This design comes from an exercise in tuning for small area and a short achievable clock period on the open sky130 flow, not from production work.
Where RTL was checked, it was by simulation tests only, not by an equivalence proof against the original.
The RTL of runs 4 to 6 was laid out without a check of its function.
No activity file was given, so power comes from the tool's default toggle rates.

## config.mk

```make
export PLATFORM = sky130hd
export DESIGN_NAME = dualPortRAM
export DESIGN_NICKNAME = dualPortRAM
export VERILOG_FILES = /design/flow/design.v
export SDC_FILE = /design/flow/constraint.sdc
export NUM_CORES = 4
export LEC_CHECK = 0
export CAP_MARGIN = 20
export CORE_MARGIN = 2
export CORE_UTILIZATION = 70
export CTS_CLUSTER_DIAMETER = 80
export CTS_CLUSTER_SIZE = 24
export SETUP_SLACK_MARGIN = 1.8
export SLEW_MARGIN = 20
export SYNTH_HIERARCHICAL = 1
```

## constraint.sdc

```tcl
create_clock -name core_clock -period 3.6 [get_ports {clk}]
set_input_delay 0.7200 -clock core_clock [delete_from_list [all_inputs] [get_ports {clk}]]
set_output_delay 0.7200 -clock core_clock [all_outputs]
set_load 0.01 [all_outputs]
```

## design.v

```verilog
`timescale 1ns / 1ps
module dualPortRAM(clk,rst,wr_en,rd_en,din,wr_add,rd_add,dout);
	input clk,rst;
	input wr_en, rd_en;
	input [5:0] wr_add,rd_add;
	input [7:0] din;
	output reg [7:0] dout;
	reg [7:0] ram [63:0];
	reg [63:0] valid;
	wire [5:0] wa_n, ra_n;
	wire [11:0] wa = {wa_n, wr_add};
	wire [11:0] ra = {ra_n, rd_add};
	reg [7:0] dout_n;
	wire [7:0] whi_n, wlo_n;
	wire [63:0] we;
	wire [7:0] rhi, rlo;
	wire [63:0] rsel;
	genvar g, b, t;
	generate
		for (g = 0; g < 6; g = g + 1) begin : inv
			dp_inv u_wa (.a(wr_add[g]), .y(wa_n[g]));
			dp_inv u_ra (.a(rd_add[g]), .y(ra_n[g]));
		end
		for (g = 0; g < 8; g = g + 1) begin : pre
			dp_nand4 u_whi (.a(wr_en), .b(wa[5 + 6*(1-g/4)]), .c(wa[4 + 6*(1-(g/2)%2)]),
			                .d(wa[3 + 6*(1-g%2)]), .y(whi_n[g]));
			dp_nand3 u_wlo (.a(wa[2 + 6*(1-g/4)]), .b(wa[1 + 6*(1-(g/2)%2)]),
			                .c(wa[0 + 6*(1-g%2)]), .y(wlo_n[g]));
			dp_and4 u_rhi (.a(rd_en), .b(ra[5 + 6*(1-g/4)]), .c(ra[4 + 6*(1-(g/2)%2)]),
			               .d(ra[3 + 6*(1-g%2)]), .y(rhi[g]));
			dp_and3 u_rlo (.a(ra[2 + 6*(1-g/4)]), .b(ra[1 + 6*(1-(g/2)%2)]),
			               .c(ra[0 + 6*(1-g%2)]), .y(rlo[g]));
		end
		for (g = 0; g < 64; g = g + 1) begin : row
			dp_nor2 u_we (.a(whi_n[g/8]), .b(wlo_n[g%8]), .y(we[g]));
			dp_and3 u_rs (.a(rhi[g/8]), .b(rlo[g%8]), .c(valid[g]), .y(rsel[g]));
			always @(posedge clk)
				if (we[g]) ram[g] <= din;
			always @(posedge clk or posedge rst)
				if (rst) valid[g] <= 1'b0;
				else valid[g] <= valid[g] | we[g];
		end
	endgenerate
	wire [7:0] rdata, rdata_n;
	generate
		for (b = 0; b < 8; b = b + 1) begin : col
			wire [63:0] d;
			wire [7:0] o;
			for (t = 0; t < 64; t = t + 1) begin : dd
				assign d[t] = ram[t][b];
			end
			for (t = 0; t < 8; t = t + 1) begin : grp
				dp_or8 u (.s(rsel[8*t+7:8*t]), .d(d[8*t+7:8*t]), .y(o[t]));
			end
			dp_fin u_f (.o(o), .rd_en(rd_en), .qn(dout_n[b]), .y(rdata[b]), .yn(rdata_n[b]));
		end
	endgenerate
	always @(posedge clk or posedge rst)
		if (rst) begin
			dout <= 8'd0;
			dout_n <= 8'hff;
		end
		else begin
			dout <= rdata;
			dout_n <= rdata_n;
		end
endmodule
module dp_inv(input a, output y);
	assign y = ~a;
endmodule
module dp_nor2(input a, b, output y);
	assign y = ~(a | b);
endmodule
module dp_nand3(input a, b, c, output y);
	assign y = ~(a & b & c);
endmodule
module dp_nand4(input a, b, c, d, output y);
	assign y = ~(a & b & c & d);
endmodule
module dp_and3(input a, b, c, output y);
	assign y = a & b & c;
endmodule
module dp_and4(input a, b, c, d, output y);
	assign y = a & b & c & d;
endmodule
module dp_or8(input [7:0] s, input [7:0] d, output y);
	assign y = |(s & d);
endmodule
module dp_fin(input [7:0] o, input rd_en, input qn, output y, output yn);
	wire oh;
	wire [2:0] m;
	dp_nor2 u_h (.a(rd_en), .b(qn), .y(oh));
	dp_nor3 u_m0 (.a(o[0]), .b(o[1]), .c(o[2]), .y(m[0]));
	dp_nor3 u_m1 (.a(o[3]), .b(o[4]), .c(o[5]), .y(m[1]));
	dp_nor3 u_m2 (.a(o[6]), .b(o[7]), .c(oh), .y(m[2]));
	dp_nand3 u_y (.a(m[0]), .b(m[1]), .c(m[2]), .y(y));
	dp_and3 u_yn (.a(m[0]), .b(m[1]), .c(m[2]), .y(yn));
endmodule
module dp_nor3(input a, b, c, output y);
	assign y = ~(a | b | c);
endmodule
```

## flow/run.sh

```bash
#!/bin/bash
# Standard ORFS layout (the standard.sh), with these changes after synthesis:
#  - ports are buffered with buf_4 instead of the default delay-type buffer
#  - delay cells (clkdlybuf4s*, dlygate4sd*, dlymetal6s*) are not used
#  - repair_timing may change a cell's footprint
#  - after floorplan, flow/size.tcl sets the drive strength of the decoder gates
set -euo pipefail
PLATFORM_DONT_USE="sky130_fd_sc_hd__probe_p_8 sky130_fd_sc_hd__probec_p_8 sky130_fd_sc_hd__lpflow_bleeder_1 sky130_fd_sc_hd__lpflow_clkbufkapwr_1 sky130_fd_sc_hd__lpflow_clkbufkapwr_16 sky130_fd_sc_hd__lpflow_clkbufkapwr_2 sky130_fd_sc_hd__lpflow_clkbufkapwr_4 sky130_fd_sc_hd__lpflow_clkbufkapwr_8 sky130_fd_sc_hd__lpflow_clkinvkapwr_1 sky130_fd_sc_hd__lpflow_clkinvkapwr_16 sky130_fd_sc_hd__lpflow_clkinvkapwr_2 sky130_fd_sc_hd__lpflow_clkinvkapwr_4 sky130_fd_sc_hd__lpflow_clkinvkapwr_8 sky130_fd_sc_hd__lpflow_decapkapwr_12 sky130_fd_sc_hd__lpflow_decapkapwr_3 sky130_fd_sc_hd__lpflow_decapkapwr_4 sky130_fd_sc_hd__lpflow_decapkapwr_6 sky130_fd_sc_hd__lpflow_decapkapwr_8 sky130_fd_sc_hd__lpflow_inputiso0n_1 sky130_fd_sc_hd__lpflow_inputiso0p_1 sky130_fd_sc_hd__lpflow_inputiso1n_1 sky130_fd_sc_hd__lpflow_inputiso1p_1 sky130_fd_sc_hd__lpflow_inputisolatch_1 sky130_fd_sc_hd__lpflow_isobufsrc_1 sky130_fd_sc_hd__lpflow_isobufsrc_16 sky130_fd_sc_hd__lpflow_isobufsrc_2 sky130_fd_sc_hd__lpflow_isobufsrc_4 sky130_fd_sc_hd__lpflow_isobufsrc_8 sky130_fd_sc_hd__lpflow_isobufsrckapwr_16 sky130_fd_sc_hd__lpflow_lsbuf_lh_hl_isowell_tap_1 sky130_fd_sc_hd__lpflow_lsbuf_lh_hl_isowell_tap_2 sky130_fd_sc_hd__lpflow_lsbuf_lh_hl_isowell_tap_4 sky130_fd_sc_hd__lpflow_lsbuf_lh_isowell_4 sky130_fd_sc_hd__lpflow_lsbuf_lh_isowell_tap_1 sky130_fd_sc_hd__lpflow_lsbuf_lh_isowell_tap_2 sky130_fd_sc_hd__lpflow_lsbuf_lh_isowell_tap_4 "
EXTRA_DONT_USE="sky130_fd_sc_hd__clkdlybuf4s15_1 sky130_fd_sc_hd__clkdlybuf4s15_2 sky130_fd_sc_hd__clkdlybuf4s18_1 sky130_fd_sc_hd__clkdlybuf4s18_2 sky130_fd_sc_hd__clkdlybuf4s25_1 sky130_fd_sc_hd__clkdlybuf4s25_2 sky130_fd_sc_hd__clkdlybuf4s50_1 sky130_fd_sc_hd__clkdlybuf4s50_2 sky130_fd_sc_hd__dlygate4sd1_1 sky130_fd_sc_hd__dlygate4sd2_1 sky130_fd_sc_hd__dlygate4sd3_1 sky130_fd_sc_hd__dlymetal6s2s_1 sky130_fd_sc_hd__dlymetal6s4s_1 sky130_fd_sc_hd__dlymetal6s6s_1"
bash standard.sh synth > synth.log 2>&1
bash standard.sh DONT_USE_CELLS="$PLATFORM_DONT_USE $EXTRA_DONT_USE" \
  BUFFER_PORTS_ARGS="-buffer_cell sky130_fd_sc_hd__buf_4" \
  MATCH_CELL_FOOTPRINT=0 POST_FLOORPLAN_TCL="$PWD/flow/size.tcl" finish > layout.log 2>&1
```

## flow/size.tcl

```tcl
# Size the decoder and select drivers by the nets they drive. The names come
# from the hierarchy of rtl/dualPortRAM.v (instance.port of each gate module).
proc my_size_drivers {pattern drive} {
  set block [ord::get_db_block]
  set db [ord::get_db]
  set n 0
  foreach net [$block getNets] {
    set nm [string map {"\\" ""} [$net getName]]
    if {![string match $pattern $nm]} { continue }
    foreach it [$net getITerms] {
      if {![$it isOutputSignal]} { continue }
      set inst [$it getInst]
      set master [[$inst getMaster] getName]
      if {![regsub {_[0-9]+$} $master "_$drive" new]} { continue }
      if {$new eq $master} { continue }
      set m [$db findMaster $new]
      if {$m eq "NULL" || $m eq ""} { puts "size: no $new"; continue }
      $inst swapMaster $m
      incr n
    }
  }
  puts "size: $pattern -> _$drive: $n cells"
}
my_size_drivers {inv\[*\].u_wa.y} 4
my_size_drivers {inv\[*\].u_ra.y} 2
my_size_drivers {pre\[*\].u_whi.y} 4
my_size_drivers {pre\[*\].u_wlo.y} 4
my_size_drivers {pre\[*\].u_rhi.y} 4
my_size_drivers {pre\[*\].u_rlo.y} 4
my_size_drivers {row\[*\].u_we.y} 2
my_size_drivers {row\[*\].u_rs.y} 4
```

## standard.sh

```bash
#!/bin/bash
# synth_recipe.tcl (not shown) runs the flow's synth.tcl, then flattens the netlist and writes it again
# the make line also repeats each setting of config.mk as NAME=value (left out here)
make -C /OpenROAD-flow-scripts/flow DESIGN_CONFIG=/design/flow/config.mk WORK_HOME=/design/flow/orfs CLKGATE_MAP_FILE= SYNTH_SCRIPT=/design/flow/synth_recipe.tcl "${@:-finish}"
```

==> results.txt, run 1 <==
fin crit share=52.6%; grt ovf=0; Synth cell types=12; most common cell after layout, fill and taps aside=edfxtp_1; filler cell count=1482; Routed WL=52800 um; final core occ=80.7%; Post-DP HPWL=32700 um; Synth area leaders=edfxtp_1, a22oi_1, dfrtp_1; Syn Inst Count=1197; PortBufs=31; Synth Register Bits=592; clock power share=29.7%; Ports=32; first-pass GRT wire length=76600 um; core area=0.0299 mm2; Initial DRC Count=1720; worst setup path endpoint=dout[6]; Ant. Diodes=0; Lkg Pwr=7.60 nW; syn avg cell area=17.9 um2; Worst Setup SP=dout[6]; slowest cell delay on critical path=0.44 ns; routed vias/inst=7.24; kind of critical path=flop to output port; worst reg-to-reg setup slack=1.86 ns; Buf/Inv on CP=1; Syn Nets=1221; Switch Pwr=0.00245 W; outcome=timing/DRC/antenna clean; total CTS buffers=28; area delta synth->final=12.8%; Starting Density=71.5%; Placer Congestion=0.948; Worst Skew=0.0164 ns; root buffer cell=clkbuf_16; FP Rows=63; CTS max path bufs=3; vias in the first global route=11700; CTS tree=built; Die Y-Extent=179 um; Die X=179 um; crit-path cells=buf_6; worst path required time=2.88 ns; CP Max Fanout=1; Max-Cap Viols=0; Pre-antenna DRT Iters=7; FF-to-FF Start=valid[35]; Pint=0.00937 W; fin. max-slew vios=0; r2r endpoint=dout_n[4]; Hold Crit Class=input port to asynchronous set/reset pin; Min Hold Slack=0.253 ns; Net count, final=1291; WL/cell=31.4 um; delay-heaviest family, CP=flip-flops; CTS sink cnt=592; final hold vios=0; DRC=0; total negative setup slack=0 ns; RSZ-0062 raised after global routing=true; layout cell share with drive strength beyond 1=24.7%; Slew HR=46.4%; startpoint types=flop; clock latency on the worst-skew pair=0.60 ns; worst reg2reg path depth=6; P per Cell Area=490 mW/mm2; maximum vdd drop=0.561 mV; CP arrival=1.17 ns; Crit. path cell count=1; GRT Total Usage=34.0%; clk slew on worst S/H paths=0.10 ns; largest net degree at the start of global routing=65; Seq/Total Area, Yosys=81.4%; largest area contributor in the netlist=edfxtp_1; final setup fails=0; worst-margin pin slew=0.804 ns; post-synth top area share=71.9%; CP max-delay cell=dfrtp_1; part of the power in registers=65.9%; H-tree depth=1; Antenna Nets Post-Route=0; initial antenna violation count=0; DR vias=12200; sw frac=20.7%; min Tclk post-route=1.89 ns; Combinational Power Share=4.4%; CP Capture Type=output port; post-synthesis cell area=0.0214 mm2; YS warnings=8; die area=0.0319 mm2; most frequent cells in the layout=edfxtp_1, a22oi_1, and3_4, dfrtp_1; highest clock rate=528 MHz
[Yosys cell counts]
library cell,count
dfrtp_1,72
edfxtp_1,512
nor3_2,24
nand4_1,72
or2_1,64
and3_1,80
a22oi_1,256
nor2_1,72
nand3_1,16
and4_1,8
inv_1,13
dfstp_2,8
[layer usage]
layer,global-route usage (%),up-vias,routed length (um)
li1,-,5092,-
met1,49.3,6190,19900
met2,54.3,746,25700
met3,5.39,124,5080
met4,11.6,0,2000
met5,0,-,0
[worst min path at each step]
stage	from	end	slack, ns	cells after the start
2_1_floorplan	valid[13]	valid[13]	0.43	1
3_3_place_gp	valid[27]	valid[27]	0.45	1
3_5_place_dp	valid[6]	valid[6]	0.45	1
4_1_cts	rst	valid[30]	0.28	2
5_1_grt	rst	valid[30]	0.29	2
6_report	rst	valid[30]	0.25	2
[state kept, by name, indices dropped and copies added, names as in the netlist]
signal,flops
ram,512
dout,8
dout_n,8
valid,64
[power groups by stage]
stage	logic (W)	registers (W)	clock network, W
floorplan	0.000199	0.00789	0
global placement	0.000477	0.00793	0
detailed placement	0.000498	0.00793	0
CTS	0.000514	0.00778	0.00352
global route	0.000559	0.00780	0.00376
finish	0.000521	0.00779	0.00351
[cell type report]
cell class,count,area (um2),area share [%]
inverter,13,80.1,0.332
timing repair buffer,40,363,1.50
multi-input combinational,592,4980,20.6
tap,390,488,2.02
sequential,592,17400,72.1
clock buffer,51,808,3.35
clock inverter,1,8.76,0.0363
[Yosys stat by module (local to each module, per instance), excerpt]
module       cell area (um2)  copies in the design
dp_and3                 6.26                    80
dp_and4                 8.76                     8
dp_inv                  3.75                    12
dp_nand3                5.00                    16
dp_nand4                6.26                     8
dp_nor2                 3.75                    72
dp_nor3                 10.0                    24
dp_or8                  36.3                    64
dualPortRAM            17800                     1
[per-stage QoR]
stage | setup slack [ns] | total power, W | std cells | cell area, um2
6_report | 1.71 | 0.0118 | 1679 | 24100
5_1_grt | 1.69 | 0.0121 | 1679 | 24100
4_1_cts | 1.69 | 0.0118 | 1673 | 23900
3_5_place_dp | 1.08 | 0.00843 | 1620 | 22900
3_3_place_gp | 1.13 | 0.00840 | 1620 | 22900
2_1_floorplan | 1.74 | 0.00809 | 1197 | 21800
[repair_timing]
action / in CTS / in global routing
hold buffers: 0 / 0
gates resized for setup: 33 / 46
endpoints found under the hold margin: 0 / 0
pin swaps: 35 / 46
endpoints found under the setup margin: 21 / 24
setup buffers: 1 / 6
cloned: 0 / 0
[cells by family after synthesis]
family,Yosys count,share of synthesized area (%)
flip-flops,592,81.4
AND/OR/NAND/NOR,336,9.42
AO/OA/AOI/OAI,256,8.99
buffers and inverters,13,0.228
==> run 2: changes to the inputs <==
--- a/config.mk
+++ b/config.mk
@@ -12,3 +12,3 @@
 export CTS_CLUSTER_SIZE = 24
-export SETUP_SLACK_MARGIN = 1.8
+export SETUP_SLACK_MARGIN = 2.0
 export SLEW_MARGIN = 20
==> run 2 against run 1 <==
Still clean. Total power increased by 0.70%. Maximum frequency about the same. Sequential share of layout area down 0.67 points. Global-route usage decreased by 0.11 points. Critical path depth is 6 higher. Cell count grew 0.18%. Register-to-register slack got worse by 0.04 ns. Utilization increased by 0.75 points. Design area increased by 0.93%. Sequential power about the same. Critical path type is now input port to flop. Highest routed layer unchanged.
==> results.txt, run 2 <==
Syn Inst Count=1197; Hold Crit Class=input port to asynchronous set/reset pin; most common cell after layout, fill and taps aside=edfxtp_1; H-tree depth=1; Synth Register Bits=592; CTS max path bufs=3; final hold vios=0; max FFs per register=512; Async S/R FF share, synth=13.5%; FP Rows=63; Synth area leaders=edfxtp_1, a22oi_1, dfrtp_1; highest clock rate=528 MHz; grt ovf=0; clock latency on the worst-skew pair=0.59 ns; Switch Pwr=0.00244 W; worst path required time=4.12 ns; outcome=timing/DRC/antenna clean; die area=0.0319 mm2; Ports=32; PortBufs=31; syn avg cell area=17.9 um2; CP max-delay cell=nor3_4; root buffer cell=clkbuf_16; worst reg-to-reg setup slack=1.82 ns; CP arrival=2.42 ns; slowest cell delay on critical path=0.35 ns; Slew HR=40.6%; Pre-antenna DRT Iters=5; startpoint types=input port; crit-path cells=buf_6, and4_4, and3_4, a22oi_1, nand4_1, nor3_4, and3_1; maximum vdd drop=0.518 mV; Post-DP HPWL=32500 um; Pint=0.00946 W; Worst Skew=0.0148 ns; initial antenna violation count=2; Largest Register=ram; most frequent cells in the layout=edfxtp_1, a22oi_1, and3_4, dfrtp_1; worst-margin pin slew=0.890 ns; final setup fails=0; Antenna Nets Post-Route=0; post-synthesis cell area=0.0214 mm2; GRT Total Usage=33.9%; largest net degree at the start of global routing=65; part of the power in registers=65.4%; Initial DRC Count=2039; Die Y-Extent=179 um; CP Max Fanout=8; number of synthesized flops with an enable pin=512; area delta synth->final=13.9%; CTS sink cnt=592; Syn Nets=1221; total negative setup slack=0 ns; most common cell in the netlist=edfxtp_1; non-filler cells, final=1682; largest area contributor in the netlist=edfxtp_1; vias in the first global route=11700; layout cell share with drive strength beyond 1=25.9%; Die X=179 um; Placer Congestion=0.891; Hold-fix buffers, CTS=0; Seq/Total Area, Yosys=81.4%; CP Capture Type=flop; min Tclk post-route=1.89 ns; DR vias=12300; core area=0.0299 mm2; Synth top cells by count=edfxtp_1, a22oi_1, and3_1; largest registers=ram x512, valid x64; fin crit share=52.6%; Routed WL=52400 um; routed vias/inst=7.31; clock power share=30.1%; DRC=0; total CTS buffers=28; kind of critical path=input port to flop; top_reg_cell synth=edfxtp_1; sw frac=20.5%; Synth cell types=12; Combinational Power Share=4.6%; P per Cell Area=489 mW/mm2; first-pass GRT wire length=76900 um; YS warnings=8; post-synth top area share=71.9%; Starting Density=71.5%; dpl cells=1619; CTS tree=built; Net count, final=1292; WL/cell=31.1 um; Lkg Pwr=7.67 nW; Max-Cap Viols=0; clk slew on worst S/H paths=0.09 ns; RSZ-0062 raised after global routing=true; fin. max-slew vios=0
## run 2: cell counts after synthesis
No cell type changed its count.
## run 2: worst max-delay path, delay by kind of cell
kind / cells / cell delay (ns)
simple gates: 5 / 1.30
buf+inv: 1 / 0.11
compound gates: 1 / 0.27
## run 2: final cells by class
| type | count | area (um2) |
|---|---|---|
| Fill cell | 1459 | 5540 |
| Inverter | 13 | 90.1 |
| Tap cell | 390 | 488 |
| Timing Repair Buffer | 41 | 398 |
| Multi-Input combinational cell | 592 | 5120 |
| Antenna cell | 2 | 5.00 |
| Sequential cell | 592 | 17400 |
| Clock buffer | 52 | 855 |
## run 2: power by group through the flow
stage	registers [W]	logic (W)	clock network (W)
CTS	0.00777	0.000531	0.00360
detailed placement	0.00792	0.000509	0
finish	0.00778	0.000543	0.00358
global placement	0.00791	0.000485	0
global route	0.00780	0.000579	0.00383
floorplan	0.00789	0.000204	0
## run 2: final timing paths
kind / depth (start not counted) / start / endpoint
setup / recovery: 7 / rd_add[4] / dout_n[0]
hold / removal: 2 / rst / valid[7]
setup reg to reg: 5 / valid[24] / dout_n[0]
hold reg to reg: 1 / valid[49] / valid[49]
max in group asynchronous: 3 / rst / dout_n[4]
min in group core_clock: 1 / valid[49] / valid[49]
## run 2: repair_timing
action | 4_1_cts | 5_1_grt
pin swaps | 60 | 46
resized for setup | 69 | 43
endpoints found under the setup margin | 24 | 59
cloned | 0 | 0
setup buffers | 2 | 7
## run 2: Yosys stat by module, one instance, submodules excluded, a selection
module,copies in the design,area (um2),flops+latches
dp_and3,80,6.26,0
dp_and4,8,8.76,0
dp_inv,12,3.75,0
dp_nand3,16,5.00,0
dp_nand4,8,6.26,0
dp_nor2,72,3.75,0
dp_nor3,24,10.0,0
dp_or8,64,36.3,0
dualPortRAM,1,17800,592
## run 2: cells by family (layout without fill, tap and decap cells)
logic type | after synthesis | in the layout | synth area share (%)
compound gates | 256 | 256 | 8.99
simple gates | 336 | 336 | 9.42
other cells | 0 | 2 | 0
flops | 592 | 592 | 81.4
buf+inv | 13 | 106 | 0.228
## run 2: through the flow
stage	worst slack [ns]	hold WS, ns	power (W)	utilization [%]	cell area [um2]
2_1_floorplan	1.74	0.432	0.00809	-	21800
3_3_place_gp	1.07	0.447	0.00840	76.7	22900
3_5_place_dp	1.02	0.449	0.00843	76.7	22900
4_1_cts	1.73	0.317	0.0119	80.7	24100
5_1_grt	1.68	0.364	0.0122	81.5	24300
6_report	1.71	0.305	0.0119	81.5	24300
## run 2: metal layers
metal	vias up	track usage [%]	share of wire, %	routed length, um
met4	0	11.3	4.2	2210
met5	-	0	0	0
li1	5094	-	-	-
met2	886	50.1	45	23700
met1	6184	52.9	39	20400
met3	126	5.73	12	6130
==> run 3: changes to the inputs <==
--- a/flow/run.sh
+++ b/flow/run.sh
@@ -6,2 +6,3 @@
 #  - after floorplan, flow/size.tcl sets the drive strength of the decoder gates
+#  - clock tree: clusters of at most 18 sinks driven by clkbuf_8, no dummy loads
 set -euo pipefail
@@ -12,2 +13,4 @@
   BUFFER_PORTS_ARGS="-buffer_cell sky130_fd_sc_hd__buf_4" \
-  MATCH_CELL_FOOTPRINT=0 POST_FLOORPLAN_TCL="$PWD/flow/size.tcl" finish > layout.log 2>&1
+  MATCH_CELL_FOOTPRINT=0 \
+  CTS_ARGS="-sink_clustering_enable -repair_clock_nets -sink_clustering_size 18 -sink_clustering_max_diameter 60 -sink_clustering_buffer sky130_fd_sc_hd__clkbuf_8 -buf_list {sky130_fd_sc_hd__clkbuf_8 sky130_fd_sc_hd__clkbuf_16} -dont_use_dummy_load" \
+  POST_FLOORPLAN_TCL="$PWD/flow/size.tcl" finish > layout.log 2>&1
--- a/config.mk
+++ b/config.mk
@@ -10,5 +10,3 @@
 export CORE_UTILIZATION = 70
-export CTS_CLUSTER_DIAMETER = 80
-export CTS_CLUSTER_SIZE = 24
-export SETUP_SLACK_MARGIN = 2.0
+export SETUP_SLACK_MARGIN = 1.8
 export SLEW_MARGIN = 20
==> run 3 against run 2 <==
Via count down 1.9%. Setup slack about the same. Worst hold slack better by 0.038 ns. Critical path depth up 1. Utilization down 1.3 points. Total power down 4.9%. Register-to-register slack better by 0.07 ns. Die area unchanged. Cell count down 1.2%. Sequential cell count unchanged. Critical path type unchanged. Critical endpoint unchanged. Highest routed layer unchanged.
==> results.txt, run 3 <==
outcome=timing/DRC/antenna clean; startpoint types=input port; WL/cell=31.1 um; Switch Pwr=0.00234 W; fin. max-slew vios=0; GRT Total Usage=33.8%; post-route cell area=0.0239 mm2; die area=0.0319 mm2; Worst Skew=0.0770 ns; YS warnings=8; Pint=0.00898 W; max FFs per register=512; RSZ-0062 raised after global routing=true; CP Capture Type=flop; syn avg cell area=17.9 um2; Hold Crit Class=input port to asynchronous set/reset pin; clock power share=26.6%; Placer Congestion=0.948; layout cell share with drive strength beyond 1=26.3%; DRC=0; CTS max path bufs=3; Die Y-Extent=179 um; total negative setup slack=0 ns; Synth top cells by count=edfxtp_1, a22oi_1, and3_1; kind of critical path=input port to flop; grt ovf=0; Hold-fix buffers, CTS=0; Post-DP HPWL=32700 um; PortBufs=31; Lkg Pwr=7.51 nW; Syn Nets=1221; largest area contributor in the netlist=edfxtp_1; Async S/R FF share, synth=13.5%; Syn Inst Count=1197; worst path required time=4.07 ns; filler cell count=1508; clk slew on worst S/H paths=0.11 ns; worst reg-to-reg setup slack=1.89 ns; Routed WL=51700 um; fin crit share=52.6%; area post-placement=0.0229 mm2; H-tree depth=2; Pre-antenna DRT Iters=5; FP Rows=63; Ports=32; P per Cell Area=473 mW/mm2; sw frac=20.7%; r2r endpoint=dout_n[0]; largest net degree at the start of global routing=65; Synth cell types=12; Antenna Nets Post-Route=0; Synth area leaders=edfxtp_1, a22oi_1, dfrtp_1; final hold vios=0; most frequent cells in the layout=edfxtp_1, a22oi_1, and3_4, dfrtp_1; Initial DRC Count=1714; core area=0.0299 mm2; DR vias=12100; highest clock rate=528 MHz; most common cell after layout, fill and taps aside=edfxtp_1; Combinational Power Share=4.6%; Largest Register=ram; FF-to-FF Start=valid[48]; clock latency on the worst-skew pair=0.53 ns; worst reg2reg path depth=5; root buffer cell=clkbuf_16; routed vias/inst=7.26; part of the power in registers=68.8%; CP arrival=2.37 ns; area delta synth->final=12.0%; CTS tree=built; post-synth top area share=71.9%; Die X=179 um; post-synthesis cell area=0.0214 mm2; total CTS buffers=40; Seq/Total Area, Yosys=81.4%; number of synthesized flops with an enable pin=512; CP Max Fanout=8; min Tclk post-route=1.89 ns; Ant. Diodes=0; Slew HR=46.5%; first-pass GRT wire length=76000 um; maximum vdd drop=0.567 mV; worst-margin pin slew=0.801 ns; top_reg_cell synth=edfxtp_1; largest registers=ram x512, valid x64; Max-Cap Viols=0; most common cell in the netlist=edfxtp_1; vias in the first global route=11800; final setup fails=0; Synth Register Bits=592; initial antenna violation count=0; CTS sink cnt=592; Starting Density=71.5%; Net count, final=1297
==> run 3: cell counts after synthesis <==
No cell type changed its count.
==> run 3: through the flow <==
stage,util (%),instances,hold slack (ns),total power [W],setup WS (ns)
global route,80.1,1661,0.366,0.0116,1.70
detailed placement,76.7,1620,0.449,0.00843,1.08
global placement,76.7,1620,0.447,0.00840,1.13
floorplan,-,1197,0.432,0.00809,1.74
CTS,79.5,1661,0.347,0.0113,1.73
finish,80.1,1661,0.343,0.0113,1.71
==> run 3: final cells by class <==
| class | count | area [um2] | area share (%) |
|---|---|---|---|
| clock buffers | 40 | 607 | 2.54 |
| repair buffers | 34 | 353 | 1.47 |
| well taps | 390 | 488 | 2.04 |
| multi-input cells | 592 | 5010 | 20.9 |
| inverters | 13 | 90.1 | 0.376 |
| flip-flops and latches | 592 | 17400 | 72.6 |
==> run 3: per-layer routing <==
metal	GRT usage, %	vias to the layer above	wire length [um]
met4	11.5	0	1960
met5	0	-	0
met1	49.5	6143	20000
met3	5.24	126	4870
met2	53.5	724	24900
li1	-	5068	-
==> run 3: power by group through the flow <==
stage	registers [W]	clock network [W]	logic, W
floorplan	0.00789	0	0.000199
global placement	0.00793	0	0.000477
detailed placement	0.00793	0	0.000498
CTS	0.00778	0.00304	0.000517
global route	0.00780	0.00327	0.000561
finish	0.00779	0.00301	0.000522
==> run 3: worst max path at each step <==
stage / to / slack (ns) / cells past startpoint / start
finish: dout_n[0] / 1.71 / 8 / rd_add[0]
global route: dout[6] / 1.70 / 8 / rd_add[2]
CTS: dout_n[6] / 1.73 / 8 / rd_add[0]
detailed placement: dout_n[6] / 1.08 / 7 / rd_en
global placement: dout_n[1] / 1.13 / 7 / rd_en
floorplan: ram[0][0] / 1.74 / 3 / wr_add[4]
==> run 3: worst max-delay path, cell delays in order <==
cell     delay, ns
buf_12        0.09
inv_6         0.03
and3_4        0.25
and3_4        0.24
a22oi_2       0.29
nand4_1       0.25
nor3_2        0.28
and3_1        0.20
==> run 3: per-module statistics from Yosys (local to each module, per instance), a selection <==
module       cell area, um2  copies in the design  cells inside
dp_nor3                10.0                    24             1
dp_and3                6.26                    80             1
dp_nand3               5.00                    16             1
dp_or8                 36.3                    64             5
dp_and4                8.76                     8             1
dp_nor2                3.75                    72             1
dp_inv                 3.75                    12             1
dp_nand4               6.26                     8             1
dualPortRAM           17800                     1           657
==> run 3: cells by family (layout without fill, tap and decap cells) <==
family / after synthesis / in the layout / synth area share (%)
simple gates: 336 / 336 / 9.42
buf+inv: 13 / 87 / 0.228
flops: 592 / 592 / 81.4
compound gates: 256 / 256 / 8.99
==> run 3: what timing repair did <==
item / in CTS / in global routing
setup endpoints to repair: 24 / 25
setup buffers: 1 / 0
pin swaps: 45 / 54
gates resized for setup: 45 / 42
gates cloned: 0 / 0
==> run 4: changes to the inputs <==
--- a/design.v
+++ b/design.v
@@ -12,3 +12,4 @@
 	wire [11:0] ra = {ra_n, rd_add};
-	reg [7:0] dout_n;
+	reg [7:0] dout_fb;
+	wire rd_en_n;
 	wire [7:0] whi_n, wlo_n;
@@ -43,3 +44,4 @@
 	endgenerate
-	wire [7:0] rdata, rdata_n;
+	wire [7:0] rdata, rdata_fb;
+	dp_inv u_rdn (.a(rd_en), .y(rd_en_n));
 	generate
@@ -54,3 +56,3 @@
 			end
-			dp_fin u_f (.o(o), .rd_en(rd_en), .qn(dout_n[b]), .y(rdata[b]), .yn(rdata_n[b]));
+			dp_fin u_f (.o(o), .h(rd_en_n), .e(dout_fb[b]), .y(rdata[b]), .y2(rdata_fb[b]));
 		end
@@ -60,3 +62,3 @@
 			dout <= 8'd0;
-			dout_n <= 8'hff;
+			dout_fb <= 8'd0;
 		end
@@ -64,3 +66,3 @@
 			dout <= rdata;
-			dout_n <= rdata_n;
+			dout_fb <= rdata_fb;
 		end
@@ -88,6 +90,6 @@
 endmodule
-module dp_fin(input [7:0] o, input rd_en, input qn, output y, output yn);
+module dp_fin(input [7:0] o, input h, input e, output y, output y2);
 	wire oh;
 	wire [2:0] m;
-	dp_nor2 u_h (.a(rd_en), .b(qn), .y(oh));
+	dp_and2 u_h (.a(h), .b(e), .y(oh));
 	dp_nor3 u_m0 (.a(o[0]), .b(o[1]), .c(o[2]), .y(m[0]));
@@ -96,3 +98,6 @@
 	dp_nand3 u_y (.a(m[0]), .b(m[1]), .c(m[2]), .y(y));
-	dp_and3 u_yn (.a(m[0]), .b(m[1]), .c(m[2]), .y(yn));
+	dp_nand3 u_y2 (.a(m[0]), .b(m[1]), .c(m[2]), .y(y2));
+endmodule
+module dp_and2(input a, b, output y);
+	assign y = a & b;
 endmodule
==> run 4 against run 3 <==
Synthesized cell count about the same. Largest power group unchanged. Utilization up 0.14 points. Worst hold slack better by 0.12 ns. Clock-buffer cell count down 1. Largest cell class unchanged. Critical endpoint is now dout_fb[4]. Synthesized area about the same. Via count up 0.17%. Global-route usage down 1.0 points. First-iteration DRC count down 4.2%. Clock skew down 0.045 ns. Register-to-register slack worse by 0.06 ns. Setup slack worse by 0.065 ns. Highest routed layer unchanged. Still clean on timing, DRC and antenna. Die area about the same.
==> results.txt, run 4 <==
Largest Register=ram; most frequent cells in the layout=edfxtp_1, a22oi_1, dfrtp_1, and3_4; YS warnings=8; part of the power in registers=68.9%; CP arrival=2.36 ns; Pint=0.00894 W; WL/cell=30.5 um; worst path required time=4.00 ns; Hold Crit Class=input port to asynchronous set/reset pin; Die Y-Extent=179 um; largest net degree at the start of global routing=81; highest clock rate=511 MHz; Pre-antenna DRT Iters=6; core area=0.0299 mm2; final hold vios=0; Routed WL=50900 um; routed vias/inst=7.23; clk slew on worst S/H paths=0.11 ns; number of synthesized flops with an enable pin=512; CTS tree=built; outcome=timing/DRC/antenna clean; root buffer cell=clkbuf_16; Async S/R FF share, synth=13.5%; post-synthesis cell area=0.0214 mm2; initial antenna violation count=0; area delta synth->final=12.2%; vias in the first global route=11600; fin crit share=54.4%; Synth area leaders=edfxtp_1, dfrtp_1, a22oi_1; dpl ws=0.958 ns; worst reg-to-reg setup slack=1.83 ns; Synth Register Bits=592; total CTS buffers=39; startpoint types=input port; Ports=32; setup ws final=1.64 ns; P per Cell Area=470 mW/mm2; worst reg2reg path depth=6; FF-to-FF Start=valid[8]; total negative setup slack=0 ns; fin. max-slew vios=0; Post-DP HPWL=32400 um; CTS sink cnt=592; Ant. Diodes=0; clock latency on the worst-skew pair=0.52 ns; Antenna Nets Post-Route=0; kind of critical path=input port to flop; grt ovf=0; RSZ-0062 raised after global routing=true; area post-placement=0.0229 mm2; GRT Total Usage=32.8%; most common cell in the netlist=edfxtp_1; layout cell share with drive strength beyond 1=25.7%; Combinational Power Share=4.6%; Slew HR=45.0%; Worst Skew=0.0321 ns; first-pass GRT wire length=74600 um; Lkg Pwr=7.61 nW; clock power share=26.6%; sw frac=20.7%; Initial DRC Count=1642; Switch Pwr=0.00234 W; min Tclk post-route=1.96 ns; Synth top cells by count=edfxtp_1, a22oi_1, dfrtp_1; Starting Density=71.5%; Synth cell types=12; Seq/Total Area, Yosys=81.3%; CTS max path bufs=3; worst-margin pin slew=0.825 ns; top_reg_cell synth=edfxtp_1; Syn Inst Count=1198; FP Rows=63; Net count, final=1307; die area=0.0319 mm2; CP Capture Type=flop; maximum vdd drop=0.484 mV; CP Max Fanout=8; PortBufs=31; most common cell after layout, fill and taps aside=edfxtp_1; DRC=0; Max-Cap Viols=0; Die X=179 um; H-tree depth=2; largest area contributor in the netlist=edfxtp_1; largest registers=ram x512, valid x64; Syn Nets=1222; final setup fails=0; post-route cell area=0.0240 mm2; syn avg cell area=17.8 um2; DR vias=12100; Hold-fix buffers, CTS=0; post-synth top area share=71.9%; max FFs per register=512; r2r endpoint=dout_fb[4]; Placer Congestion=0.831
-- run 4: how the worst max path moves through the flow --
stage	to	from	cells past startpoint	slack (ns)
2_1_floorplan	dout[0]	rd_add[3]	7	1.70
3_3_place_gp	dout[2]	rd_add[0]	8	0.97
3_5_place_dp	dout_fb[2]	rd_add[0]	8	0.96
4_1_cts	dout[0]	rd_add[1]	8	1.71
5_1_grt	dout_fb[4]	rd_add[5]	9	1.64
6_report	dout_fb[4]	rd_add[5]	9	1.64
-- run 4: per-stage QoR --
step                utilization, %  total power [W]  hold WS [ns]  cells
finish                        80.3           0.0113         0.458   1671
global placement              76.6          0.00837         0.447   1620
global route                  80.3           0.0116         0.486   1671
floorplan                        -          0.00806         0.424   1198
detailed placement            76.6          0.00840         0.449   1620
CTS                           79.7           0.0113         0.474   1666
-- run 4: layout make-up --
type | count | area [um2]
timing repair buffer | 44 | 380
multi-input combinational | 592 | 5060
inverter | 14 | 81.3
sequential | 592 | 17400
tap | 390 | 488
clock buffer | 39 | 593
fill | 1514 | 5900
-- run 4: per-layer routing --
layer / share of wire [%] / track usage (%) / vias up
met5: 0 / 0 / -
met4: 4.1 / 12.5 / 0
met3: 8.9 / 4.73 / 110
met2: 48 / 51.6 / 718
met1: 39 / 48.0 / 6169
li1: - / - / 5084
-- run 4: what timing repair did --
item                                    in CTS  in global routing
endpoints found under the setup margin      20                 22
pin swaps                                   64                 36
resized for setup                           58                 34
buffers inserted                             7                  5
-- run 4: cell families (layout without fill, tap and decap cells) --
group / Yosys count / in the layout / share of synthesized area (%)
AOI/OAI and AO/OA: 256 / 256 / 8.99
buffers and inverters: 14 / 97 / 0.246
DFF: 592 / 592 / 81.3
and+or+nand+nor: 336 / 336 / 9.46
-- run 4: per-module statistics from Yosys, one instance, submodules excluded, a selection --
module | cells | flops+latches
dp_or8 | 5 | 0
dp_nand3 | 1 | 0
dp_and3 | 1 | 0
dualPortRAM | 657 | 592
dp_inv | 1 | 0
dp_and2 | 1 | 0
dp_nor3 | 1 | 0
dp_nand4 | 1 | 0
dp_and4 | 1 | 0
dp_nor2 | 1 | 0
-- run 4: critical path, stage by stage --
cell	delay [ns]
buf_12	0.10
inv_8	0.03
and4_4	0.23
and3_4	0.25
buf_1	0.12
a22oi_2	0.19
nand4_1	0.28
nor3_4	0.31
nand3_1	0.11
-- run 4: power by group through the flow --
stage | logic, W | clock network [W] | registers [W]
floorplan | 0.000192 | 0 | 0.00787
global placement | 0.000470 | 0 | 0.00790
detailed placement | 0.000492 | 0 | 0.00791
CTS | 0.000509 | 0.00303 | 0.00776
global route | 0.000551 | 0.00325 | 0.00778
finish | 0.000515 | 0.00299 | 0.00777
==> run 5: changes to the inputs <==
--- a/design.v
+++ b/design.v
@@ -49,3 +49,3 @@
 			wire [63:0] d;
-			wire [7:0] o;
+			wire [5:0] o;
 			for (t = 0; t < 64; t = t + 1) begin : dd
@@ -53,6 +53,7 @@
 			end
-			for (t = 0; t < 8; t = t + 1) begin : grp
-				dp_or8 u (.s(rsel[8*t+7:8*t]), .d(d[8*t+7:8*t]), .y(o[t]));
+			for (t = 0; t < 5; t = t + 1) begin : grp
+				dp_or12 u (.s(rsel[12*t+11:12*t]), .d(d[12*t+11:12*t]), .y(o[t]));
 			end
-			dp_fin u_f (.o(o), .h(rd_en_n), .e(dout_fb[b]), .y(rdata[b]), .y2(rdata_fb[b]));
+			dp_or5 u_g5 (.s({rd_en_n, rsel[63:60]}), .d({dout_fb[b], d[63:60]}), .y(o[5]));
+			dp_fin u_f (.o(o), .y(rdata[b]), .y2(rdata_fb[b]));
 		end
@@ -87,17 +88,28 @@
 endmodule
-module dp_or8(input [7:0] s, input [7:0] d, output y);
+module dp_or12(input [11:0] s, input [11:0] d, output y);
+	wire [3:0] n;
+	genvar i;
+	generate
+		for (i = 0; i < 4; i = i + 1) begin : ao
+			dp_a222oi u (.a1(s[3*i]), .a2(d[3*i]), .b1(s[3*i+1]), .b2(d[3*i+1]),
+			             .c1(s[3*i+2]), .c2(d[3*i+2]), .y(n[i]));
+		end
+	endgenerate
+	dp_nand4 u_y (.a(n[0]), .b(n[1]), .c(n[2]), .d(n[3]), .y(y));
+endmodule
+module dp_a222oi(input a1, a2, b1, b2, c1, c2, output y);
+	assign y = ~((a1 & a2) | (b1 & b2) | (c1 & c2));
+endmodule
+module dp_or5(input [4:0] s, input [4:0] d, output y);
 	assign y = |(s & d);
 endmodule
-module dp_fin(input [7:0] o, input h, input e, output y, output y2);
-	wire oh;
-	wire [2:0] m;
-	dp_and2 u_h (.a(h), .b(e), .y(oh));
+module dp_fin(input [5:0] o, output y, output y2);
+	wire [1:0] m;
 	dp_nor3 u_m0 (.a(o[0]), .b(o[1]), .c(o[2]), .y(m[0]));
 	dp_nor3 u_m1 (.a(o[3]), .b(o[4]), .c(o[5]), .y(m[1]));
-	dp_nor3 u_m2 (.a(o[6]), .b(o[7]), .c(oh), .y(m[2]));
-	dp_nand3 u_y (.a(m[0]), .b(m[1]), .c(m[2]), .y(y));
-	dp_nand3 u_y2 (.a(m[0]), .b(m[1]), .c(m[2]), .y(y2));
+	dp_nand2 u_y (.a(m[0]), .b(m[1]), .y(y));
+	dp_nand2 u_y2 (.a(m[0]), .b(m[1]), .y(y2));
 endmodule
-module dp_and2(input a, b, output y);
-	assign y = a & b;
+module dp_nand2(input a, b, output y);
+	assign y = ~(a & b);
 endmodule
==> run 5 against run 4 <==
Cell count fell by 5.5%. Combinational power barely moved. Utilization fell by 1.7 points. Global-route usage rose by 0.55 points. Worst hold slack got worse by 0.13 ns. Critical path type unchanged. Largest cell class unchanged.
==> results.txt, run 5 <==
max FFs per register=512; first-pass GRT wire length=73300 um; Seq/Total Area, Yosys=83.1%; H-tree depth=2; die area=0.0313 mm2; clock latency on the worst-skew pair=0.53 ns; Post-DP HPWL=31300 um; mux cell area share after synthesis=0%; CTS sink cnt=592; Pre-antenna DRT Iters=9; Lkg Pwr=7.62 nW; FF-to-FF Start=valid[6]; maximum vdd drop=0.390 mV; Worst Skew=0.0373 ns; RSZ-0062 raised after global routing=true; Largest Register=ram; top_reg_cell synth=edfxtp_1; Synth top cells by count=edfxtp_1, a222oi_1, dfrtp_1; routed vias/inst=7.43; DRC=0; startpoint types=input port; Ant. Diodes=0; clock power share=26.4%; layout cell share with drive strength beyond 1=22.3%; worst reg-to-reg setup slack=1.48 ns; Routed WL=50200 um; largest net degree at the start of global routing=65; Syn Nets=1110; Hold-fix buffers, CTS=0; CP Max Fanout=6; GRT Total Usage=33.3%; Antenna Nets Post-Route=0; Slew HR=46.7%; initial antenna violation count=0; sw frac=20.5%; Syn Inst Count=1086; CP Capture Type=flop; Synth Area in Simple Gates=8.37%; most frequent cells in the layout=edfxtp_1, a222oi_1, dfrtp_1, or2_1, nor2_2; Synth cell types=13; final hold vios=0; Async S/R FF share, synth=13.5%; post-synthesis cell area=0.0209 mm2; final setup fails=0; Net count, final=1215; Combinational Power Share=4.6%; worst-margin pin slew=0.798 ns; Synth Register Bits=592; CP arrival=2.70 ns; PortBufs=31; part of the power in registers=69.0%; Min Hold Slack=0.331 ns; Compound-Gate Fraction of Synth Area=8.32%; worst path required time=4.00 ns; fin. max-slew vios=0; CTS max path bufs=3; worst reg2reg path depth=5; WL/cell=31.8 um; total negative setup slack=0 ns; min Tclk post-route=2.30 ns; largest registers=ram x512, valid x64; vias in the first global route=11500; area delta synth->final=11.0%; core area=0.0296 mm2; most common cell after layout, fill and taps aside=edfxtp_1; YS warnings=8; Worst Setup SP=rd_add[3]; main combinational cell family by area after synthesis=simple AND/OR/NAND/NOR gates; clk slew on worst S/H paths=0.10 ns; total power=0.0113 W; r2r endpoint=dout_fb[1]; grt ovf=0; Ports=32; largest area contributor in the netlist=edfxtp_1; total CTS buffers=39; DR vias=11700; Hold Crit Class=input port to asynchronous set/reset pin; FP Rows=63; filler cell count=1581; Starting Density=70.8%; syn avg cell area=19.3 um2; Synth Area in Adders=0%; Pint=0.00894 W; Placer Congestion=0.860; outcome=timing/DRC/antenna clean; Max-Cap Viols=0; number of synthesized flops with an enable pin=512; Initial DRC Count=2224; highest clock rate=434 MHz; fin crit share=64.0%; most common cell in the netlist=edfxtp_1; kind of critical path=input port to flop; CTS tree=built; Die X=177 um; root buffer cell=clkbuf_16; Switch Pwr=0.00231 W; Synth Area in XOR/XNOR=0%; Synth area leaders=edfxtp_1, dfrtp_1, a222oi_1; post-synth top area share=73.5%; P per Cell Area=484 mW/mm2; Die Y-Extent=177 um
run 5: changes by cell type in the layout (fill, tap and decap cells not counted), sizes merged:
cell    before  now
a222oi       0  168
a22oi      256    8
and2         8    0
buf         44   63
clkbuf      39   40
nand2        0   24
nand3       24    8
nand4       72   48
nor3        24   16
run 5: routing by layer:
metal | global-route usage (%) | up-vias | part of all wire, %
met3 | 8.23 | 103 | 12
met5 | 0 | - | 0
met2 | 51.2 | 750 | 48
met1 | 47.6 | 5974 | 37
li1 | - | 4901 | -
met4 | 12.5 | 0 | 3.6
run 5: power groups by stage:
| stage | clock [W] | combinational [W] | sequential [W] |
|---|---|---|---|
| after detailed placement | 0 | 0.000488 | 0.00791 |
| after global placement | 0 | 0.000469 | 0.00790 |
| after floorplan | 0 | 0.000199 | 0.00787 |
| final | 0.00297 | 0.000513 | 0.00777 |
| after CTS | 0.00298 | 0.000512 | 0.00776 |
| after global routing | 0.00323 | 0.000555 | 0.00779 |
run 5: how the worst max path moves through the flow:
stage | to | slack (ns) | depth (start not counted)
6_report | dout_fb[1] | 1.30 | 8
5_1_grt | dout_fb[1] | 1.29 | 8
4_1_cts | dout_fb[4] | 1.41 | 8
3_5_place_dp | dout_fb[1] | 0.77 | 7
3_3_place_gp | dout_fb[1] | 0.73 | 7
2_1_floorplan | dout[1] | 1.65 | 6
run 5: critical path, cell delays in order:
cell and delay (ns):
buf_8 0.09, inv_4 0.04, and4_4 0.21, and3_4 0.22
a222oi_1 0.54, nand4_1 0.48, nor3_4 0.31, nand2_1 0.08
run 5: kinds of logic (layout without fill, tap and decap cells):
kind of cell | after synthesis | after routing
buf+inv | 14 | 117
flops | 592 | 592
compound gates | 176 | 176
simple gates | 304 | 304
run 5: per-module statistics from Yosys (local to each module, per instance), a selection:
module	copies in the design	cell area (um2)
dualPortRAM	1	17800
dp_a222oi	160	10.0
dp_and4	8	8.76
dp_or5	8	21.3
dp_nor3	16	10.0
dp_nor2	64	3.75
dp_and3	72	6.26
dp_inv	13	3.75
dp_nand2	16	3.75
run 5: layout make-up:
class                   instances  area, um2  area share (%)
well taps                     390        488            2.10
multi-input cells             480       4180            18.0
repair buffers                 64        504            2.17
clock buffers                  39        593            2.55
inverters                      14       83.8           0.361
flip-flops and latches        592      17400            74.8
run 5: what timing repair did:
| item | 4_1_cts | 5_1_grt |
|---|---|---|
| buffers inserted | 21 | 11 |
| pin swaps | 54 | 47 |
| gates resized for setup | 42 | 8 |
| endpoints found under the setup margin | 23 | 23 |
run 5: per-stage QoR:
step | cells | worst slack (ns) | utilization, % | area [um2]
finish | 1579 | 1.30 | 78.6 | 23200
global route | 1579 | 1.29 | 78.6 | 23200
detailed placement | 1508 | 0.772 | 75.6 | 22300
global placement | 1508 | 0.729 | 75.6 | 22300
floorplan | 1086 | 1.65 | - | 21300
CTS | 1568 | 1.41 | 78.4 | 23200
==> run 6: changes to the inputs <==
--- a/flow/run.sh
+++ b/flow/run.sh
@@ -6,3 +6,2 @@
 #  - after floorplan, flow/size.tcl sets the drive strength of the decoder gates
-#  - clock tree: clusters of at most 18 sinks driven by clkbuf_8, no dummy loads
 set -euo pipefail
@@ -13,4 +12,2 @@
   BUFFER_PORTS_ARGS="-buffer_cell sky130_fd_sc_hd__buf_4" \
-  MATCH_CELL_FOOTPRINT=0 \
-  CTS_ARGS="-sink_clustering_enable -repair_clock_nets -sink_clustering_size 18 -sink_clustering_max_diameter 60 -sink_clustering_buffer sky130_fd_sc_hd__clkbuf_8 -buf_list {sky130_fd_sc_hd__clkbuf_8 sky130_fd_sc_hd__clkbuf_16} -dont_use_dummy_load" \
-  POST_FLOORPLAN_TCL="$PWD/flow/size.tcl" finish > layout.log 2>&1
+  MATCH_CELL_FOOTPRINT=0 POST_FLOORPLAN_TCL="$PWD/flow/size.tcl" finish > layout.log 2>&1
--- a/config.mk
+++ b/config.mk
@@ -10,2 +10,4 @@
 export CORE_UTILIZATION = 70
+export CTS_CLUSTER_DIAMETER = 80
+export CTS_CLUSTER_SIZE = 24
 export SETUP_SLACK_MARGIN = 1.8
==> run 6 against run 5 <==
First-iteration DRC count increased by 9.1%. Setup slack improved by 0.042 ns. Non-clock buffer count increased by 14. Wire length increased by 1.3%. Register-to-register slack got worse by 0.03 ns. Sequential share of layout area decreased by 1.1 points. Combinational power increased by 2%. Clock power increased by about 20%. Largest power group unchanged. Highest routed layer is now met5.
==> results.txt, run 6 <==
post-synth top area share=73.5%; startpoint types=input port; Post-DP HPWL=31300 um; post-route cell area=0.0236 mm2; CP arrival=2.73 ns; Largest Register=ram; first-pass GRT wire length=73400 um; Ant. Diodes=0; Hold-fix buffers, CTS=0; dpl ws=0.772 ns; die area=0.0313 mm2; area occupied by registers=0.0174 mm2; core area=0.0296 mm2; FP Rows=63; layout cell share with drive strength beyond 1=21.0%; number of synthesized flops with an enable pin=512; Ports=32; dpl cells=1508; final hold vios=0; Buf/Inv on CP=3; Max-Cap Viols=0; CP Max Fanout=8; Async S/R FF share, synth=13.5%; DRC=0; top_reg_cell synth=edfxtp_1; non-filler cells, final=1605; worst path required time=4.06 ns; Antenna Nets Post-Route=0; total CTS buffers=28; slowest cell delay on critical path=0.50 ns; most frequent cells in the layout=edfxtp_1, a222oi_1, dfrtp_1, or2_1, nor2_2; Starting Density=70.8%; Syn Inst Count=1086; largest registers=ram x512, valid x64; largest area contributor in the netlist=edfxtp_1; crit-path cells=buf_12, inv_6, and4_4, buf_1, and3_4, a222oi_1, nand4_1, nor3_4, nand2_1; CTS max path bufs=3; delay-heaviest family, CP=simple AND/OR/NAND/NOR gates; DR vias=12000; clock latency on the worst-skew pair=0.58 ns; Die Y-Extent=177 um; RSZ-0062 raised after global routing=true; total negative setup slack=0 ns; kind of critical path=input port to flop; max FFs per register=512; initial antenna violation count=1; CP max-delay cell=nand4_1; post-synthesis cell area=0.0209 mm2; Synth top cells by count=edfxtp_1, a222oi_1, dfrtp_1; worst-margin pin slew=0.826 ns; Die X=177 um; PortBufs=31; Syn Nets=1110; setup ws final=1.34 ns; H-tree depth=1; CP Capture Type=flop; WL/cell=31.7 um; Synth area leaders=edfxtp_1, dfrtp_1, a222oi_1; Slew HR=44.8%; min Tclk post-route=2.26 ns; CTS tree=built; Synth cell types=13; multi-input combinational cell area=0.00418 mm2; YS warnings=8; Initial DRC Count=2427; clk slew on worst S/H paths=0.10 ns; Net count, final=1218; Placer Congestion=0.860; P per Cell Area=503 mW/mm2; area delta synth->final=12.6%; Routed WL=50900 um; Seq/Total Area, Yosys=83.1%; vias in the first global route=11400; grt ovf=0; filler cell count=1530; fin. max-slew vios=0; GRT Total Usage=33.2%; Worst Skew=0.0244 ns; Lkg Pwr=7.76 nW; Synth Register Bits=592; outcome=timing/DRC/antenna clean; area post-placement=0.0223 mm2; most common cell in the netlist=edfxtp_1; CTS sink cnt=592; largest net degree at the start of global routing=65; final setup fails=0; most common cell after layout, fill and taps aside=edfxtp_1; total power=0.0119 W; Hold Crit Class=input port to asynchronous set/reset pin; highest clock rate=442 MHz; root buffer cell=clkbuf_16; maximum vdd drop=0.482 mV; fin crit share=62.8%; syn avg cell area=19.3 um2; routed vias/inst=7.45; Pre-antenna DRT Iters=11
==> run 6: cell counts after synthesis <==
No cell type changed its count.
==> run 6: timing repair <==
| action | 4_1_cts | 5_1_grt |
|---|---|---|
| setup buffers | 30 | 16 |
| setup endpoints to repair | 24 | 24 |
| pin swaps | 57 | 29 |
| gates cloned | 0 | 0 |
| resized for setup | 38 | 15 |
==> run 6: area by class of cell <==
cell class | instances | area share [%]
flip-flops and latches | 592 | 73.7
clock inverters | 1 | 0.127
inverters | 14 | 0.366
multi-input cells | 480 | 17.7
repair buffers | 78 | 2.46
clock buffers | 50 | 3.50
well taps | 390 | 2.07
==> run 6: per-module statistics from Yosys, one instance, submodules excluded, a selection <==
module | flip-flops and latches | cells | cell area [um2] | copies in the design
dp_and3 | 0 | 1 | 6.26 | 72
dp_inv | 0 | 1 | 3.75 | 13
dp_nand2 | 0 | 1 | 3.75 | 16
dp_nand4 | 0 | 1 | 6.26 | 48
dp_nor2 | 0 | 1 | 3.75 | 64
dp_nor3 | 0 | 1 | 10.0 | 16
dualPortRAM | 592 | 657 | 17800 | 1
==> run 6: final timing paths <==
path | startpoint | to | slack [ns] | cells past startpoint
min in group core_clock | valid[46] | valid[46] | 0.47 | 1
hold reg to reg | valid[46] | valid[46] | 0.47 | 1
setup / recovery | rd_add[4] | dout_fb[1] | 1.34 | 9
setup reg to reg | valid[6] | dout_fb[1] | 1.45 | 5
hold / removal | rst | valid[2] | 0.30 | 2
max in group asynchronous | rst | dout[2] | 2.56 | 3
==> run 6: where the power goes <==
group	leakage (nW)	switching (W)	internal [W]
combinational	1.74	0.000347	0.000177
clock	0.407	0.00193	0.00164
sequential	5.62	0.000112	0.00766
==> run 6: cells by family (layout without fill, tap and decap cells) <==
family | after synthesis | in the layout | share of synthesized area [%]
flops | 592 | 592 | 83.1
buf+inv | 14 | 143 | 0.251
simple gates | 304 | 304 | 8.37
compound gates | 176 | 176 | 8.32
==> run 6: routing by layer <==
| layer | global-route usage [%] | part of all wire, % | up-vias |
|---|---|---|---|
| li1 | - | - | 4929 |
| met1 | 48.0 | 37 | 6152 |
| met2 | 51.9 | 48 | 784 |
| met3 | 7.30 | 12 | 92 |
| met4 | 10.7 | 3.3 | 2 |
| met5 | 0 | 0.016 | - |
==> run 6: per-stage QoR <==
step	hold WS [ns]	utilization, %
2_1_floorplan	0.424	-
3_3_place_gp	0.439	75.6
3_5_place_dp	0.442	75.6
4_1_cts	0.289	79.4
5_1_grt	0.323	79.7
6_report	0.300	79.7

-- what the ideal ports hide --
Ports are ideal in the flow. The routed layouts listed here were re-timed in OpenROAD. Step 1 (the two cells are an assumption about what drives the block):
set clk [get_ports {clk}]
set_driving_cell -lib_cell sky130_fd_sc_hd__clkbuf_16 $clk
set_driving_cell -lib_cell sky130_fd_sc_hd__buf_2 [delete_from_list [all_inputs] $clk]
Step 2 also shifts input and output timing later by t, the mid clock arrival at the registers, as if the neighbouring blocks saw the same clock. Slacks: ideal / step 1 / step 2; pairs: ideal / step 1.
run	shift t [ns]	setup WS [ns]	pins driven straight from the clock port
run 1	0.641	1.707 / 1.653 / 1.046	1
run 2	0.639	1.706 / 1.682 / 1.044	1
run 3	0.539	1.706 / 1.689 / 1.149	1
run 4	0.557	1.642 / 1.619 / 1.062	1
run 5	0.569	1.296 / 1.300 / 0.731	1
run 6	0.617	1.338 / 1.327 / 0.710	1
After both steps every run listed still meets setup and hold. The setup slack of run 2, which loses most, moves by -0.024 ns with the drivers and by -0.662 ns with both steps.
